What follows belongs to an exercise in optimizing a design on an open flow for small area, a short achievable clock period and few clock cycles per item; a production flow would make more cautious choices. The RTL was checked by simulation tests, not by an equivalence proof against the original design. No activity file was given, so power comes from the tool's default toggle rates.

==> run a <==
## pe_con
module pe_con #(
    parameter SIZE = 16,
    parameter VECTOR_SIZE = 16,
    parameter L_RAM_SIZE = 4
) (
    input start,
    output done,
    input aclk,
    input aresetn,
    output [L_RAM_SIZE:0] rdaddr,
    input [SIZE-1:0] rddata,
    output [SIZE-1:0] wrdata
);
Settings: LEC_CHECK=0, CAP_MARGIN=20, CORE_MARGIN=2, CORE_UTILIZATION=40, CTS_BUF_LIST=sky130_fd_sc_hd__clkbuf_4 sky130_fd_sc_hd__clkbuf_8, SETUP_SLACK_MARGIN=4.6, SLEW_MARGIN=20, SYNTH_HIERARCHICAL=1, SYNTH_MINIMUM_KEEP_SIZE=0; clock period 7.0 ns.
standard.sh (not shown) runs the stock make flow with config.mk's settings and CLKGATE_MAP_FILE= SYNTH_SCRIPT=/design/flow/synth_recipe.tcl, a recipe that flattens the netlist after the stock synthesis.
==> flow/flow/run.sh <==
#!/bin/bash
# The standard layout (standard synthesis unchanged), except that the
# port buffers are plain sky130_fd_sc_hd__buf_1 cells rather than the delay
# cells buffer_ports picks by default. Each step's full log is kept under
# orfs/logs/; make's own output goes to make_*.log here.
set -euo pipefail
bash standard.sh synth > make_synth.log 2>&1
bash standard.sh finish "BUFFER_PORTS_ARGS=-buffer_cell sky130_fd_sc_hd__buf_1" > make_finish.log 2>&1
==> inputs of run b, as changes to run a <==
--- a/flow/design.v
+++ b/flow/design.v
@@ -11,48 +11,51 @@
     output [L_RAM_SIZE:0] rdaddr,
     input [SIZE-1:0] rddata,
     output [SIZE-1:0] wrdata
 );
     reg [5:0] cnt;
     reg busy;
     reg done_r;
     reg ph_odd;      
-    reg run;         
+    reg ph_even;     
+    reg clr;         
     reg fin;         
     always @(posedge aclk)
         if (!aresetn) begin
             cnt <= 6'd0;
             busy <= 1'b0;
             done_r <= 1'b0;
             ph_odd <= 1'b0;
-            run <= 1'b0;
+            ph_even <= 1'b0;
+            clr <= 1'b1;
             fin <= 1'b0;
         end else begin
             done_r <= busy && (cnt == 6'd36);
             busy <= start || (busy && !done_r);
             if (busy && !done_r)
                 cnt <= cnt + 6'd1;
             else
                 cnt <= {5'd0, start};
             ph_odd <= (start || busy) && !cnt[0];
-            run <= busy && (cnt >= 6'd3) && (cnt < 6'd35);
+            ph_even <= busy && cnt[0];
+            clr <= !busy || (cnt < 6'd3);
             fin <= busy && (cnt == 6'd35);
         end
     assign rdaddr = {cnt[0], cnt[4:1]};
     assign done = done_r;
     reg [SIZE-1:0] w1, w2;
     reg [7:0] w3;
     always @(posedge aclk) begin
         w1 <= rddata;
         w2 <= w1;
-        w3 <= w2[7:0] & {8{ph_odd}};
+        w3 <= w2[7:0];
     end
     wire [SIZE-1:0] g1 = w1 & {SIZE{ph_odd}};
-    wire [7:0] g3 = w3;
+    wire [7:0] g3 = w3 & {8{ph_even}};
     wire pp1 = (w2[0] & g1[0]);
     wire pp2 = (w2[1] & g1[0]) | (g3[0] & w2[1]);
     wire pp3 = (w2[1] & g1[1]) | (g3[0] & w2[2]);
     wire pp4 = (w2[2] & g1[0]);
     wire pp5 = (w2[2] & g1[1]) | (g3[0] & w2[3]);
     wire pp6 = (w2[3] & g1[0]) | (g3[1] & w2[2]);
     wire pp7 = (w2[2] & g1[2]) | (g3[0] & w2[4]);
     wire pp8 = (w2[3] & g1[1]) | (g3[1] & w2[3]);
@@ -270,23 +273,28 @@
     wire s273, c274;
     pe_ha u_s273 (.a(c268), .b(s271), .s(s273), .co(c274));
     wire s275, c276;
     pe_fa u_s275 (.a(q0[15]), .b(q1[15]), .c(q2[15]), .s(s275), .co(c276));
     wire s277, c278;
     pe_fa u_s277 (.a(acc_s[15]), .b(acc_c[15]), .c(c270), .s(s277), .co(c278));
     wire s279, c280;
     pe_fa u_s279 (.a(s275), .b(s277), .c(c272), .s(s279), .co(c280));
-    wire [SIZE-1:0] nxt_s = {c274, s273, c262, s261, c252, s251, c242, c238, s237, s233, c228, c226, c224, c222, c220, s219};
-    wire [SIZE-1:0] nxt_c = {s279, 1'b0, s267, 1'b0, s255, 1'b0, s245, s241, 1'b0, 1'b0, s229, s227, s225, s223, s221, 1'b0};
-    wire [SIZE-1:0] sum = acc_s + acc_c;    
-    always @(posedge aclk) begin
-        acc_s <= ({SIZE{run}} & nxt_s) | ({SIZE{fin}} & sum);
-        acc_c <= {SIZE{run}} & nxt_c;
-    end
+    always @(posedge aclk)
+        if (clr)
+            acc_s <= {SIZE{1'b0}};
+        else if (fin)
+            acc_s <= acc_s + acc_c;    
+        else
+            acc_s <= {c274, s273, c262, s261, c252, s251, c242, c238, s237, s233, c228, c226, c224, c222, c220, s219};
+    always @(posedge aclk)
+        if (clr)
+            acc_c <= {SIZE{1'b0}};
+        else
+            acc_c <= {s279, 1'b0, s267, 1'b0, s255, 1'b0, s245, s241, 1'b0, 1'b0, s229, s227, s225, s223, s221, 1'b0};
     assign wrdata = acc_s;
 endmodule
 module pe_fa (
     input a,
     input b,
     input c,
     output s,
     output co
Settings changed: CORE_UTILIZATION 40 to 60.
==> inputs of run c, as changes to run a <==
--- a/flow/design.v
+++ b/flow/design.v
@@ -22,17 +22,17 @@
         if (!aresetn) begin
             cnt <= 6'd0;
             busy <= 1'b0;
             done_r <= 1'b0;
             ph_odd <= 1'b0;
             run <= 1'b0;
             fin <= 1'b0;
         end else begin
-            done_r <= busy && (cnt == 6'd36);
+            done_r <= fin;
             busy <= start || (busy && !done_r);
             if (busy && !done_r)
                 cnt <= cnt + 6'd1;
             else
                 cnt <= {5'd0, start};
             ph_odd <= (start || busy) && !cnt[0];
             run <= busy && (cnt >= 6'd3) && (cnt < 6'd35);
             fin <= busy && (cnt == 6'd35);
@@ -272,17 +272,84 @@
     wire s275, c276;
     pe_fa u_s275 (.a(q0[15]), .b(q1[15]), .c(q2[15]), .s(s275), .co(c276));
     wire s277, c278;
     pe_fa u_s277 (.a(acc_s[15]), .b(acc_c[15]), .c(c270), .s(s277), .co(c278));
     wire s279, c280;
     pe_fa u_s279 (.a(s275), .b(s277), .c(c272), .s(s279), .co(c280));
     wire [SIZE-1:0] nxt_s = {c274, s273, c262, s261, c252, s251, c242, c238, s237, s233, c228, c226, c224, c222, c220, s219};
     wire [SIZE-1:0] nxt_c = {s279, 1'b0, s267, 1'b0, s255, 1'b0, s245, s241, 1'b0, 1'b0, s229, s227, s225, s223, s221, 1'b0};
-    wire [SIZE-1:0] sum = acc_s + acc_c;    
+    wire cx1 = (acc_s[1] & acc_c[1]);
+    wire cx2 = (acc_s[1] ^ acc_c[1]);
+    wire cx3 = (acc_s[2] & acc_c[2]);
+    wire cx4 = (acc_s[2] ^ acc_c[2]);
+    wire cx5 = (acc_s[3] & acc_c[3]);
+    wire cx6 = (acc_s[3] ^ acc_c[3]);
+    wire cx7 = (acc_s[4] & acc_c[4]);
+    wire cx8 = (acc_s[4] ^ acc_c[4]);
+    wire cx9 = (acc_s[5] & acc_c[5]);
+    wire cx10 = (acc_s[5] ^ acc_c[5]);
+    wire cx11 = (acc_s[8] & acc_c[8]);
+    wire cx12 = (acc_s[8] ^ acc_c[8]);
+    wire cx13 = (acc_s[9] & acc_c[9]);
+    wire cx14 = (acc_s[9] ^ acc_c[9]);
+    wire cx15 = (acc_s[11] & acc_c[11]);
+    wire cx16 = (acc_s[11] ^ acc_c[11]);
+    wire cx17 = (acc_s[13] & acc_c[13]);
+    wire cx18 = (acc_s[13] ^ acc_c[13]);
+    wire cx19 = (acc_s[15] & acc_c[15]);
+    wire cx20 = (acc_s[15] ^ acc_c[15]);
+    wire cx21 = cx2 & acc_s[0];
+    wire cx22 = cx5 | (cx6 & cx3);
+    wire cx23 = cx6 & cx4;
+    wire cx24 = cx9 | (cx10 & cx7);
+    wire cx25 = cx10 & cx8;
+    wire cx26 = acc_s[7] & acc_s[6];
+    wire cx27 = cx13 | (cx14 & cx11);
+    wire cx28 = cx14 & cx12;
+    wire cx29 = cx16 & acc_s[10];
+    wire cx30 = cx18 & acc_s[12];
+    wire cx31 = cx20 & acc_s[14];
+    wire cx32 = cx22 | (cx23 & cx1);
+    wire cx33 = cx23 & cx21;
+    wire cx34 = cx26 & cx24;
+    wire cx35 = cx26 & cx25;
+    wire cx36 = cx15 | (cx29 & cx27);
+    wire cx37 = cx29 & cx28;
+    wire cx38 = cx19 | (cx31 & cx17);
+    wire cx39 = cx31 & cx30;
+    wire cx40 = cx34 | (cx35 & cx32);
+    wire cx41 = cx35 & cx33;
+    wire cx42 = cx38 | (cx39 & cx36);
+    wire cx43 = cx39 & cx37;
+    wire cx44 = cx42 | (cx43 & cx40);
+    wire cx45 = cx43 & cx41;
+    wire cx46 = cx36 | (cx37 & cx40);
+    wire cx47 = cx37 & cx41;
+    wire cx48 = cx24 | (cx25 & cx32);
+    wire cx49 = cx25 & cx33;
+    wire cx50 = cx27 | (cx28 & cx40);
+    wire cx51 = cx28 & cx41;
+    wire cx52 = cx17 | (cx30 & cx46);
+    wire cx53 = cx30 & cx47;
+    wire cx54 = cx3 | (cx4 & cx1);
+    wire cx55 = cx4 & cx21;
+    wire cx56 = cx7 | (cx8 & cx32);
+    wire cx57 = cx8 & cx33;
+    wire cx58 = acc_s[6] & cx48;
+    wire cx59 = acc_s[6] & cx49;
+    wire cx60 = cx11 | (cx12 & cx40);
+    wire cx61 = cx12 & cx41;
+    wire cx62 = acc_s[10] & cx50;
+    wire cx63 = acc_s[10] & cx51;
+    wire cx64 = acc_s[12] & cx46;
+    wire cx65 = acc_s[12] & cx47;
+    wire cx66 = acc_s[14] & cx52;
+    wire cx67 = acc_s[14] & cx53;
+    wire [SIZE-1:0] sum = {cx20 ^ cx66, acc_s[14] ^ cx52, cx18 ^ cx64, acc_s[12] ^ cx46, cx16 ^ cx62, acc_s[10] ^ cx50, cx14 ^ cx60, cx12 ^ cx40, acc_s[7] ^ cx58, acc_s[6] ^ cx48, cx10 ^ cx56, cx8 ^ cx32, cx6 ^ cx54, cx4 ^ cx1, cx2, acc_s[0]};
     always @(posedge aclk) begin
         acc_s <= ({SIZE{run}} & nxt_s) | ({SIZE{fin}} & sum);
         acc_c <= {SIZE{run}} & nxt_c;
     end
     assign wrdata = acc_s;
 endmodule
 module pe_fa (
     input a,
Settings changed: CORE_UTILIZATION 40 to 55.
==> run summary <==
Run c finished with timing, DRC and antenna clean. Run b produced a clean layout. Run a completed without violations.
Worst setup slack: run a > run b > run c.
In run b the via count is larger than in run a, by 11%.
Maximum frequency is about the same in run a and run c.
Synthesized area, lowest first: run c, run a, run b.
Of run a and run b, run a has the higher first-iteration DRC count (gap about 40%, measured against run b).
In run c the sequential share of layout area is higher than in run a, by 1.3 points.
In register-to-register slack, run c and run a hardly differ.
In critical path depth, run c and run b do not differ.
==> figures <==
metric	run c	run b	run a
Maximum single-stage delay on the critical path	0.57 ns	0.55 ns	0.55 ns
Net load switching power	348 uW	339 uW	336 uW
Maximum number of pins on one net before global-route repair	27	30	27
Synth Area in XOR/XNOR	2.22%	1.45%	2.66%
Number of search-and-repair iterations in the first detailed-routing pass	5	5	4
Comb group	185 uW	135 uW	183 uW
Critical path destination	q0[11]$_DFF_P_	q0[11]$_DFF_P_	q1[14]$_DFF_P_
Combined area of the multi-input logic cells	2880 um^2	3180 um^2	3040 um^2
Routed length on met2	4160 um	5070 um	4530 um
Logic inverters	10	13	3
Transition time at the pin with the least slew margin	0.810 ns	0.622 ns	0.886 ns
Outcome	timing/DRC/antenna clean	timing/DRC/antenna clean	timing/DRC/antenna clean
Worst clock skew	0.0211 ns	0.0190 ns	0.00995 ns
Static Leak	2.44 nW	2.54 nW	2.55 nW
Overall power after layout	1.23 mW	1.19 mW	1.26 mW
Power consumed by the clock network	350 uW	385 uW	384 uW
Number of global-route vias before repair	3114	3769	3333
Testbench counts of run a, summed over its fixed seeds: cycles 7,296, items 192.
Testbench counts of run b, summed over its fixed seeds: cycles 7,296, items 192.
Testbench counts of run c, summed over its fixed seeds: cycles 7,296, items 192.

==> port drivers added, routing unchanged <==
The results above use ideal ports. As a check the final layouts listed here were re-extracted and re-timed, cells and wires unchanged. Step 1, drivers: a clkbuf_16 drives aclk and a buf_2 each remaining input, both assumed. Step 2 adds t to the input delays and takes it off the output delays; t is the mean of the earliest and latest rising clock arrival at the registers after step 1. Input paths then give back, and output paths get back, about the clock's delay inside the block. Slacks: no drivers / after step 1 / after step 2; pairs: no drivers / after step 1.
| run | t (ns) | slack for setup (ns) | hold slack, ns | latest minus earliest clock arrival (ns) | cell pins on the clock port's net |
|---|---|---|---|---|---|
| run a | 0.407 | 4.628 / 4.625 / 4.628 | 0.332 / 0.332 / 0.332 | 0.011 / 0.011 | 1 |
| run b | 0.397 | 4.626 / 4.616 / 4.626 | 0.328 / 0.328 / 0.328 | 0.019 / 0.019 | 1 |
| run c | 0.386 | 4.625 / 4.625 / 4.625 | 0.317 / 0.317 / 0.317 | 0.022 / 0.021 | 1 |
After both steps setup and hold are still met in every run listed.
